Source: an optimization exercise on an open RTL-to-GDS flow (aim: small area, a short achievable clock period and few clock cycles per item). Production flows keep margins and buffers that such runs may drop. Where RTL was checked, it was by simulation tests only, not by an equivalence proof against the original. No functional check of the RTL was part of run 1. The clock port is modelled as an ideal driver; clocking choices that lean on that would not hold on a real chip. No activity file was given, so power comes from the tool's default toggle rates.

===== flow/design.v =====
`timescale 1ns / 1ps
module lzss_decoder (
  input logic rst_,
  input logic clk,
  input logic literal,
  input logic data_ready,
  input logic [3*8-1:0] data_in,
  output logic new_data_ready,
  output logic data_valid,
  output logic [8-1:0] data_out
);
  localparam int WIN = 56;
  logic [7:0] hist [WIN-1:0];
  logic [7:0] out_byte;   
  logic [7:0] rem;       
  logic       act;       
  logic       lit;       
  logic [7:0] e_byte;    
  logic [7:0] lo_a;      
  logic [7:0] lo_b;      
  logic [6:0] hi;        
  logic       clr;       
  logic       accept;
  logic       in_far;
  logic       in_copy;   
  logic [7:0] in_len;
  logic [7:0] byte_out;
  assign accept   = data_ready & new_data_ready;
  assign in_len   = data_in[23:16];
  assign in_far   = (|data_in[15:6]) | (data_in[5:3] == 3'b111);
  assign in_copy  = !literal && !in_far && in_len != 8'd0;
  assign data_out = out_byte;
  always_comb begin
    byte_out = lit ? e_byte : 8'd0;
    for (int j = 0; j < 7; j++) begin
      logic [7:0] grp;
      grp = 8'd0;
      for (int k = 0; k < 8; k++)
        for (int b = 0; b < 8; b++)
          grp[b] = grp[b] | ((b % 2 == 0 ? lo_a[k] : lo_b[k]) & hist[8*j+k][b]);
      byte_out = byte_out | (hi[j] ? grp : 8'd0);
    end
  end
  always_ff @(posedge clk) begin
    out_byte <= act ? byte_out : 8'd0;
  end
  always_ff @(posedge clk) begin
    hist[0] <= byte_out;
    if (act) begin
      for (int i = WIN-1; i >= 1; i--) hist[i] <= hist[i-1];
    end
  end
  always_ff @(posedge clk) begin
    if (accept) e_byte <= data_in[7:0];
    else        e_byte[5:0] <= e_byte[5:0] - 6'd1;
  end
  always_ff @(posedge clk) begin
    if (!rst_) begin
      lit  <= 1'b0;
      lo_a <= 8'd1;
      lo_b <= 8'd1;
      hi   <= 7'd1;
    end else if (accept) begin
      lit <= literal;
      for (int k = 0; k < 8; k++) begin
        lo_a[k] <= in_copy ? data_in[2:0] == 3'(k) : (k == 0 && !literal);
        lo_b[k] <= in_copy ? data_in[2:0] == 3'(k) : (k == 0 || literal);
      end
      for (int j = 0; j < 7; j++) hi[j] <= in_copy ? data_in[5:3] == 3'(j) : (j == 0 && !literal);
    end else if (clr) begin
      lit  <= 1'b0;
      lo_a <= 8'd1;
      lo_b <= 8'd1;
      hi   <= 7'd1;
    end
  end
  always_ff @(posedge clk) begin
    if (!rst_) begin
      rem            <= '0;
      act            <= 1'b0;
      clr            <= 1'b0;
      new_data_ready <= 1'b1;
      data_valid     <= 1'b0;
    end else begin
      if (accept)   rem <= literal ? 8'd1 : (in_copy ? in_len : 8'd0);
      else if (act) rem <= rem - 8'd1;
      act            <= accept ? (literal || in_copy) : rem >= 8'd2;
      clr            <= accept ? (literal || (in_copy && (in_len == 8'd1 || data_in[5:0] == 6'd0)))
                               : (act && (rem == 8'd2 || (rem >= 8'd2 && e_byte[5:0] == 6'd1)));
      new_data_ready <= accept ? (literal || !in_copy || in_len <= 8'd1) : rem <= 8'd2;
      data_valid     <= act;
    end
  end
endmodule

===== flow/flow/run.sh =====
#!/bin/bash
set -euo pipefail
R=orfs/results/${FLOW_PLATFORM}/lzss_decoder/base
bash standard.sh cts > 1_standard_to_cts.log 2>&1
cp $R/4_cts.odb $R/4_cts_orig.odb
R=$R openroad -no_init -exit flow/flatten_clock_tree.tcl > 2_flatten_clock_tree.log 2>&1
bash standard.sh finish > 3_standard_finish.log 2>&1

===== flow/flow/flatten_clock_tree.tcl =====
# Remove the root buffer that CTS put at the top of the clock tree: the clock
# port then drives the H-tree's first-level buffers directly (there are at most
# a few). Then re-legalise the placement.
set P $::env(FLOW_HOME)/platforms/$::env(FLOW_PLATFORM)
set R $::env(R)
read_db $R/4_cts_orig.odb
read_liberty $P/lib/sky130_fd_sc_hd__tt_025C_1v80.lib
read_sdc $R/4_cts.sdc
source $P/setRC.tcl

set block [ord::get_db_block]
set clknet [$block findNet clk]
set roots {}
foreach it [$clknet getITerms] { lappend roots [$it getInst] }
if {[llength $roots] != 1} { error "clock port drives [llength $roots] cells" }
set root [lindex $roots 0]
puts "root buffer: [$root getName] ([[$root getMaster] getName])"
set rootnet [[$root findITerm X] getNet]
set loads {}
foreach it [$rootnet getITerms] {
  if {[$it getInst] ne $root} { lappend loads $it }
}
if {[llength $loads] > 4} { error "root buffer drives [llength $loads] pins" }
foreach it $loads {
  puts "move [[$it getInst] getName] to the clock port"
  $it disconnect
  $it connect $clknet
}
[$root findITerm A] disconnect
[$root findITerm X] disconnect
odb::dbInst_destroy $root
odb::dbNet_destroy $rootnet
detailed_placement
check_placement -verbose
set_propagated_clock [all_clocks]
estimate_parasitics -placement
report_clock_latency
report_worst_slack -max
report_worst_slack -min
write_db $R/4_cts.odb

===== flow/standard.sh =====
#!/bin/bash
# synth_recipe.tcl (not shown) runs the flow's synth.tcl, then flattens the netlist and writes it again
# the make line also repeats each setting of config.mk as NAME=value (left out here)
make -C /OpenROAD-flow-scripts/flow DESIGN_CONFIG=/design/flow/config.mk WORK_HOME=/design/flow/orfs CLKGATE_MAP_FILE= SYNTH_SCRIPT=/design/flow/synth_recipe.tcl "${@:-finish}"

===== flow/config.mk =====
export PLATFORM = sky130hd
export DESIGN_NAME = lzss_decoder
export DESIGN_NICKNAME = lzss_decoder
export VERILOG_FILES = /design/flow/design.v
export SDC_FILE = /design/flow/constraint.sdc
export NUM_CORES = 4
export LEC_CHECK = 0
export CAP_MARGIN = 20
export CORE_MARGIN = 2
export CORE_UTILIZATION = 65
export CTS_CLUSTER_DIAMETER = 80
export CTS_CLUSTER_SIZE = 25
export SETUP_SLACK_MARGIN = 3.2
export SLEW_MARGIN = 20

===== flow/constraint.sdc =====
create_clock -name core_clock -period 5.0 [get_ports {clk}]
set_input_delay 1.0000 -clock core_clock [delete_from_list [all_inputs] [get_ports {clk}]]
set_output_delay 1.0000 -clock core_clock [all_outputs]
set_load 0.01 [all_outputs]

==> reports/results.ini, run 1 <==
[die]
fp-row-count=61
die_area_mm2=0.0295
dieHeight_um=172
io_pins=38
core_area_mm2=0.0277
start_util_pct=65.9
die_x_um=172

[placement]
place_inst=1437
gp_congestion=0.816
hpwl_um=21500
port_buffers=37

[synth]
synth_top_area_share_pct=72.7
yosysTopAreaCell=edfxtp_1
synthArstFlopShare_pct=0
synth_ff_type=edfxtp_1
synth_edf_count=442
syn_nets=1102
yosys_warnings=2
netlist_instances=1070
synth_top_cells_by_area=edfxtp_1 (73%), a22oi_1 (9.3%), dfxtp_1 (6.4%), a41oi_1 (2.3%), clkbuf_1 (0.82%)
ys_ff_latch=500
syn_area_per_cell_um2=17.1
ys_seq_area_share_pct=79.0
yosysUniqueCellTypes=54
synth.cell_area_mm2=0.0183

[route]
wl_per_cell_um=27.1
postRouteAntennaNets=0
first_pass_iters=5
wl_um=42100
routed_via_density=6.88
vias=10700
post-route-drc-count=0
first_iter_violations=1492

[final_layout]
nNetsFinal=1189
final_cells=1552
syn_to_final_growth_pct=16.5
seq_area_mm2=0.0145
fillers=1592
antenna_cells=0
drive_above_1_share_pct=26.0
multi_input_comb_area_mm2=0.00422

[timing]
timing.slew.headroom_pct=56.2
drv_slew=0
hold_viol=0
setup_violations=0
finalCriticalPeriod_ps=2020
clock-skew-final_ps=17.4
max_slew.worst_pin.slew_ps=657
rsz0062_at_grt=yes
finalCritPeriodShare_pct=40.3
tns_ps=0
fmax_mhz=496

[global_routing]
grt_max_degree=88
grt_usage_pct=28.2
grt_pass1_vias=10200
grt.overflow.total=0
grt_first_pass_wirelength_um=61100
antenna_found_initial=0

[power]
p_switching_mw=2.24
powerDensity_mw_per_mm2=420
p_seq_share_pct=66.4
vdd_ir_drop_max_mv=0.356
power.share.switching_pct=25.0
clockPowerShare_pct=22.8
p_leak_nw=6.65
combinationalPowerShare_pct=10.8
internal-power_mw=6.71

[worst_setup_path]
path_max_fanout=8
cp_data_required_time_ps=5310
arrival_ps=2330
cp-start-kind=input pin
path_class=input pin to register
critPathCaptureType=register

[clocking]
cts_tree=done
htreeDepth=1
path_clk_slew_ps=100
clock_sinks=500
clock_path_buffers=3
cts_hold_buf=0
cts_root_buf=clkbuf_16
worstSkewPairLatency_ps=430
cts_buffers=23

[run_status]
status=complete, no violations

[flow_run]
cap_violations=0

[worst_hold_path]
hold_path_class=register to register

==> metal layers <==
layer | global-route usage [%] | share of wire (%) | wire length, um
met1 | 43.9 | 43 | 18100
met2 | 41.7 | 45 | 19100
met3 | 4.86 | 9.6 | 4030
met4 | 7.66 | 2.0 | 853
met5 | 0 | 0 | 0
==> state kept, by name, summed over array words and instances, names as in the netlist <==
name / cells
act: 1
clr: 1
data_valid: 1
e_byte: 8
hi: 7
hist: 448
lit: 1
lo_a: 8
lo_b: 8
new_data_ready: 1
out_byte: 8
rem: 8
==> cells by family (layout without fill, tap and decap cells) <==
logic type	after synthesis	count (layout)	synth area share (%)
flops	500	500	79.0
buf+inv	78	182	1.90
mux	1	1	0.0616
fa+ha+maj	4	4	0.274
compound gates	346	346	14.1
xor+xnor	10	10	0.479
simple gates	131	131	4.15
==> final timing paths <==
kind                                  from          end  slack (ps)  depth (start not counted)
worst max register to register     lo_a[3]  out_byte[6]        3190                          6
worst min register to register  hist[0][6]   hist[1][6]         440                          0
worst max-delay path               literal      lo_a[0]        2980                          8
worst min-delay path            hist[0][6]   hist[1][6]         440                          0
==> per-stage QoR <==
step | setup slack (ps) | utilization, % | hold slack (ps) | area (um2) | total power, mW
after CTS | 2940 | 74.7 | 441 | 20700 | 8.93
after global routing | 2930 | 76.8 | 457 | 21300 | 9.27
after floorplan | 797 | - | 409 | 18400 | 6.45
after global placement | 1610 | 68.7 | 414 | 19000 | 6.75
after detailed placement | 1560 | 68.7 | 418 | 19000 | 6.78
final | 2980 | 76.8 | 442 | 21300 | 8.95
==> area by class of cell <==
class	count	area share [%]
multi-input cells	492	19.8
flip-flops and latches	500	68.1
clock inverters	1	0.0411
repair buffers	126	6.51
clock buffers	40	2.90
well taps	378	2.22
repair inverters	2	0.0588
inverters	13	0.317
==> cell usage in the layout, fill, tap and decap left out, types with 4 or more instances in the layout <==
cell	synthesis	layout
and2_4	0	5
clkbuf_1	40	18
nor2_4	0	6
edfxtp_1	442	442
o21ai_0	14	6
clkinvlp_4	0	6
buf_8	0	10
a41oi_1	48	25
nor2_1	18	12
dfxtp_4	0	15
dfxtp_1	58	34
buf_2	15	11
a22oi_2	0	47
a21boi_1	4	4
a32o_1	4	4
clkbuf_16	0	22
a22oi_1	227	180
nand3_2	0	7
nand2_1	27	24
nor2b_1	12	12
nand4_1	12	12
dfxtp_2	0	9
buf_6	2	33
nor3_1	9	6
and2_1	11	6
ha_1	4	4
xnor2_1	6	6
nor4_4	2	11
o21ai_1	0	8
a41oi_2	0	23
a21oi_2	0	4
a21oi_1	25	21
buf_12	0	13
inv_1	12	5
buf_4	0	48
nand3_1	13	6
xor2_1	4	4
==> repair_timing <==
| action | 4_1_cts | 5_1_grt |
|---|---|---|
| hold endpoints to repair | 0 | 0 |
| pin swaps | 37 | 39 |
| endpoints found under the setup margin | 442 | 112 |
| gates resized for setup | 259 | 121 |
| cloned | 6 | 1 |
| setup buffers | 44 | 23 |
==> synthesized netlist by cell type (all sizes together) (3+ instances only) <==
| master | number |
|---|---|
| nand3b | 3 |
| a32oi | 4 |
| buf | 23 |
| a32o | 4 |
| nand4 | 12 |
| nor4 | 14 |
| edfxtp | 442 |
| xnor2 | 6 |
| a21oi | 25 |
| ha | 4 |
| dfxtp | 58 |
| nor2 | 18 |
| nand3 | 13 |
| a21boi | 6 |
| a211oi | 3 |
| nor3 | 10 |
| inv | 12 |
| and2 | 11 |
| o21ai | 14 |
| nor2b | 12 |
| a22oi | 227 |
| xor2 | 4 |
| nand2 | 28 |
| a41oi | 48 |
| clkbuf | 42 |
==> power groups by stage <==
stage / Combinational, mW / Clock [mW] / Sequential [mW]
6_report: 0.967 / 2.04 / 5.94
5_1_grt: 1.04 / 2.21 / 6.01
4_1_cts: 0.880 / 2.13 / 5.92
3_5_place_dp: 0.750 / 0 / 6.03
3_3_place_gp: 0.742 / 0 / 6.01
2_1_floorplan: 0.374 / 0 / 6.07
==> worst max-delay path: stages <==
cell      delay (ps)
buf_12           100
nor4_4           260
nand2_2          150
nor3_4           210
buf_4            150
o211ai_1          70
buf_4            180
o21a_1           190
==> inputs of run 2 (changes only) <==
==> flow/design.v (replaced) <==
`timescale 1ns / 1ps
module lzss_decoder (
  input logic rst_,
  input logic clk,
  input logic literal,
  input logic data_ready,
  input logic [3*8-1:0] data_in,
  output logic new_data_ready,
  output logic data_valid,
  output logic [8-1:0] data_out
);
  localparam int WIN = 56;
  logic       t_valid;
  logic       t_lit;       
  logic       t_copy;      
  logic       t_len1;      
  logic       t_off0;      
  logic [7:0] t_byte;      
  logic [7:0] t_len;
  logic [7:0] ring [WIN-1:0];
  logic [7:0] rem;       
  logic       act;       
  logic       last;      
  logic       rep;       
  logic       empty;     
  logic [5:0] rot;       
  logic       can_take;  
  logic       lit;       
  logic [7:0] e_byte;    
  logic [7:0] lo_a;      
  logic [7:0] lo_b;      
  logic [6:0] hi;        
  logic       accept;
  logic       e_load;
  logic       in_far;
  logic       nxt_t_valid;
  logic       nxt_act;
  logic       nxt_last;
  logic       nxt_empty;
  logic [5:0] nxt_rot;
  logic       nxt_can_take;
  logic [7:0] byte_out;
  assign accept   = data_ready & new_data_ready;
  assign e_load   = t_valid & can_take;
  assign in_far   = (|data_in[15:6]) | (data_in[5:3] == 3'b111);
  assign data_out = ring[0];
  always_comb begin
    byte_out = lit ? e_byte : 8'd0;
    for (int j = 0; j < 7; j++) begin
      logic [7:0] grp;
      grp = 8'd0;
      for (int k = 0; k < 8; k++)
        for (int b = 0; b < 8; b++)
          grp[b] = grp[b] | ((b % 2 == 0 ? lo_a[k] : lo_b[k]) & ring[8*j+k][b]);
      byte_out = byte_out | (hi[j] ? grp : 8'd0);
    end
  end
  always_comb begin
    nxt_t_valid  = accept | (t_valid & !can_take);
    nxt_act      = e_load ? (t_lit || t_copy) : (act && rem >= 8'd2);
    nxt_last     = e_load ? (t_lit || (t_copy && t_len1)) : (act && rem == 8'd2);
    nxt_empty    = empty & !act;
    nxt_rot      = (act || empty || rot == 6'(WIN-1)) ? 6'd0 : rot + 6'd1;
    nxt_can_take = nxt_last || (!nxt_act && (nxt_empty || nxt_rot == 6'(WIN-1)));
  end
  always_ff @(posedge clk) begin
    if (accept) begin
      t_lit  <= literal;
      t_copy <= !literal && !in_far && data_in[23:16] != 8'd0;
      t_len1 <= data_in[23:16] == 8'd1;
      t_off0 <= data_in[5:0] == 6'd0;
      t_byte <= data_in[7:0];
      t_len  <= data_in[23:16];
    end
  end
  always_ff @(posedge clk) begin
    ring[0] <= byte_out;
    for (int i = WIN-1; i >= 1; i--) ring[i] <= ring[i-1];
  end
  always_ff @(posedge clk) begin
    if (e_load) e_byte <= t_byte;
    else        e_byte[5:0] <= e_byte[5:0] - 6'd1;
  end
  always_ff @(posedge clk) begin
    if (e_load) begin
      if (t_lit)       rem <= 8'd1;
      else if (t_copy) rem <= t_len;
      else             rem <= 8'd0;
    end else if (act) begin
      rem <= rem - 8'd1;
    end
  end
  always_ff @(posedge clk) begin
    if (!rst_) begin
      lit  <= 1'b0;
      lo_a <= 8'h80;
      lo_b <= 8'h80;
      hi   <= 7'h40;
    end else if (e_load) begin
      lit <= t_lit;
      for (int k = 0; k < 8; k++) begin
        lo_a[k] <= t_copy ? t_byte[2:0] == 3'(k) : (k == 7 && !t_lit);
        lo_b[k] <= t_copy ? t_byte[2:0] == 3'(k) : (k == 7 || t_lit);
      end
      for (int j = 0; j < 7; j++) hi[j] <= t_copy ? t_byte[5:3] == 3'(j) : (j == 6 && !t_lit);
    end else if (last) begin
      lit  <= 1'b0;
      lo_a <= 8'h80;
      lo_b <= 8'h80;
      hi   <= 7'h40;
    end else if (rep) begin
      lit  <= 1'b0;
      lo_a <= 8'h01;
      lo_b <= 8'h01;
      hi   <= 7'h01;
    end
  end
  always_ff @(posedge clk) begin
    if (!rst_) begin
      t_valid        <= 1'b0;
      act            <= 1'b0;
      last           <= 1'b0;
      rep            <= 1'b0;
      empty          <= 1'b1;
      rot            <= 6'd0;
      can_take       <= 1'b1;
      new_data_ready <= 1'b1;
      data_valid     <= 1'b0;
    end else begin
      t_valid        <= nxt_t_valid;
      act            <= nxt_act;
      last           <= nxt_last;
      rep            <= e_load ? (t_copy && t_off0 && !t_len1)
                               : (act && rem >= 8'd3 && e_byte[5:0] == 6'd1);
      empty          <= nxt_empty;
      rot            <= nxt_rot;
      can_take       <= nxt_can_take;
      new_data_ready <= !nxt_t_valid || nxt_can_take;
      data_valid     <= act;
    end
  end
endmodule
--- a/flow/config.mk
+++ b/flow/config.mk
@@ -12,3 +12,3 @@
 export CTS_CLUSTER_SIZE = 25
-export SETUP_SLACK_MARGIN = 3.2
+export SETUP_SLACK_MARGIN = 3.0
 export SLEW_MARGIN = 20
==> run 2 against run 1 <==
Against the previous run:
- area after synthesis down 20%
- hold slack worse by 100 ps
- total power down 21%
==> reports/results.ini, run 2 <==
[run_status]
status=complete, no violations

[worst_setup_path]
path_max_fanout=3  ; -5
critPathCaptureType=output port
crit_buf_inv=1  ; -2
path_class=register to output port
cp-start-kind=register
cp_slowest_stage_delay_ps=380  ; +120 ps
arrival_ps=950  ; -1380 ps
cp_data_required_time_ps=4000  ; -1310 ps
crit_chain=clkbuf_2
cp_slowest_cell=dfxtp_2
crit_family=flip-flops

[final_layout]
layout_common_cells=dfxtp_1 (482), a22oi_1 (259), nand4_1 (65)
largest_reg_flops=448  ; unchanged
nNetsFinal=1161  ; -2.4%
syn_to_final_growth_pct=9.10
largest_register=ring
drive_above_1_share_pct=7.43  ; -19 points
fin_util_pct=72.5  ; -4.3 points
antenna_cells=0  ; unchanged
layout_commonest_cell=dfxtp_1

[placement]
hpwl_um=16500  ; -23%
port_buffers=37  ; unchanged
gp_congestion=0.757  ; -7.2%

[timing]
drv_slew=0  ; unchanged
rsz0062_at_grt=no
fmax_mhz=513  ; +3.4%
finalCritPeriodShare_pct=39.0  ; -1.3 points
finalCriticalPeriod_ps=1950  ; -66.8 ps
hold_viol=0  ; unchanged
max_slew.worst_pin.slew_ps=783  ; +125 ps
setup_violations=0  ; unchanged
tns_ps=0  ; unchanged
timing.slew.headroom_pct=47.8  ; -8.4 points
clock-skew-final_ps=15.0  ; -2.39 ps

[synth]
synth_top_cells_by_area=dfxtp_1 (68%), a22oi_1 (13%), edfxtp_1 (6.2%), nand4_1 (2.8%), clkbuf_1 (0.85%)
synthTopCellsByCount=dfxtp_1 (492), a22oi_1 (259), nand4_1 (65), clkbuf_1 (33), edfxtp_1 (30)
ys_seq_area_share_pct=73.9  ; -5.1 points
synth.cell_area_mm2=0.0145  ; -20%
yosysUniqueCellTypes=48  ; -11%
synth_edf_count=30  ; -93%
syn_nets=1138  ; +3.3%
yosys_warnings=2  ; unchanged
synthArstFlopShare_pct=0  ; unchanged
ys_ff_latch=522  ; +4.4%
synth_top_area_share_pct=67.7  ; -4.9 points
syn_area_per_cell_um2=13.2  ; -23%
synth.most_common_cell=dfxtp_1
netlist_instances=1104  ; +3.2%
synth_ff_type=dfxtp_1
yosysTopAreaCell=dfxtp_1

[die]
core_area_mm2=0.0219  ; -21%
die_x_um=154  ; -11%
dieHeight_um=154  ; -11%
io_pins=38  ; unchanged
fp-row-count=54  ; -11%
start_util_pct=66.5  ; +0.52 points
die_area_mm2=0.0236  ; -20%

[global_routing]
antenna_found_initial=0  ; unchanged
grt_first_pass_wirelength_um=46800  ; -23%
grt_pass1_vias=8521  ; -16%
grt.overflow.total=0  ; unchanged
grt_usage_pct=24.7  ; -3.4 points
grt_max_degree=33  ; -63%

[route]
wl_per_cell_um=20.8  ; -23%
post-route-drc-count=0  ; unchanged
postRouteAntennaNets=0  ; unchanged
wl_um=29400  ; -30%
vias=8703  ; -18%
first_pass_iters=5  ; unchanged
first_iter_violations=613  ; -59%
routed_via_density=6.17  ; -10%

[clocking]
path_clk_slew_ps=90  ; about the same
cts_tree=done
cts_hold_buf=0  ; unchanged
cts_buffers=24  ; +4.3%
cts_root_buf=clkbuf_16
clock_path_buffers=3  ; unchanged
clock_sinks=522  ; +4.4%
htreeDepth=1  ; unchanged
worstSkewPairLatency_ps=420  ; about the same

[power]
vdd_ir_drop_max_mv=0.326  ; -8.3%
p_leak_nw=5.75  ; -13%
powerDensity_mw_per_mm2=443  ; +5.4%

[worst_hold_path]
hold_path_class=register to register

[flow_run]
cap_violations=0  ; unchanged

-- run 2: logic make-up after synthesis --
logic type	share of synthesized area (%)
buf+inv	2.16
compound gates	16.1
simple gates	6.57
xor+xnor	0.783
fa+ha+maj	0.516
flops	73.9
-- run 2: layer usage --
layer  routed length [um]  GRT usage [%]
met5                    0              0
met2                13000           37.1
met4                  518           6.12
met3                 1470           2.73
met1                14400           38.7
-- run 2: repair_timing --
item,in CTS,in global routing
setup buffers,6,2
gates cloned,2,0
resized for setup,63,3
endpoints found under the setup margin,38,26
hold endpoints to repair,0,0
pin swaps,1,2
-- run 2: worst paths after layout --
check              startpoint           to  cells past startpoint  slack, ps
setup / recovery   ring[0][0]  data_out[0]                      1       3050
hold / removal    ring[36][4]  ring[37][4]                      0        340
setup reg to reg      t_valid      lo_b[2]                      6       3220
hold reg to reg   ring[36][4]  ring[37][4]                      0        340
-- run 2: layout make-up --
cell class | instances | area (um2)
clock inverters | 2 | 21.3
flip-flops and latches | 522 | 10800
fillers | 1543 | 6020
well taps | 280 | 350
repair inverters | 1 | 5.00
repair buffers | 61 | 577
inverters | 12 | 48.8
clock buffers | 27 | 591
multi-input cells | 506 | 3520
-- run 2: through the flow --
| stage | hold WS (ps) | total power, mW | setup slack, ps | instances | cell area, um2 |
|---|---|---|---|---|---|
| floorplan | 331 | 4.91 | 3030 | 1104 | 14500 |
| global placement | 333 | 5.08 | 2150 | 1372 | 15100 |
| detailed placement | 336 | 5.08 | 2110 | 1372 | 15100 |
| CTS | 350 | 7.12 | 2800 | 1410 | 15900 |
| global route | 356 | 7.28 | 3010 | 1411 | 15900 |
| finish | 342 | 7.04 | 3050 | 1411 | 15900 |
-- run 2: where the power goes --
group / internal [mW] / total (mW) / leakage (nW) / switching (mW)
Clock: 0.846 / 2.02 / 0.299 / 1.17
Sequential: 4.48 / 4.68 / 4.29 / 0.195
Combinational: 0.145 / 0.339 / 1.17 / 0.193
Total: 5.47 / 7.04 / 5.75 / 1.56
Testbench counts of run 2, summed over its fixed seeds: cycles 20,582, bytes 20,566.

[afterwards: timing with drivers on the ports]
The flow's constraints put no driver on any port. The routed layouts listed below were extracted and timed again, unchanged, in two steps.
Step 1: set_driving_cell puts a clkbuf_16 on clk and a buf_2 on each other input, an assumption about the parent block.
Step 2 times the ports against the registers' clock, not the clock port: input delays grow and output delays shrink by t, the midpoint of the rising clock arrivals with the driver on.
a / b / c = ideal / step 1 / step 2; a / b = the first two.
run	t (ns)	setup slack, ns	cell pins on the clock port's net
run 1	0.482	2.985 / 3.004 / 2.522	2
run 2	0.470	3.052 / 2.991 / 2.667	2
After both steps setup and hold are still met in every run listed. The setup slack of run 1, which loses most, moves by +0.019 ns with the drivers and by -0.463 ns with both steps.
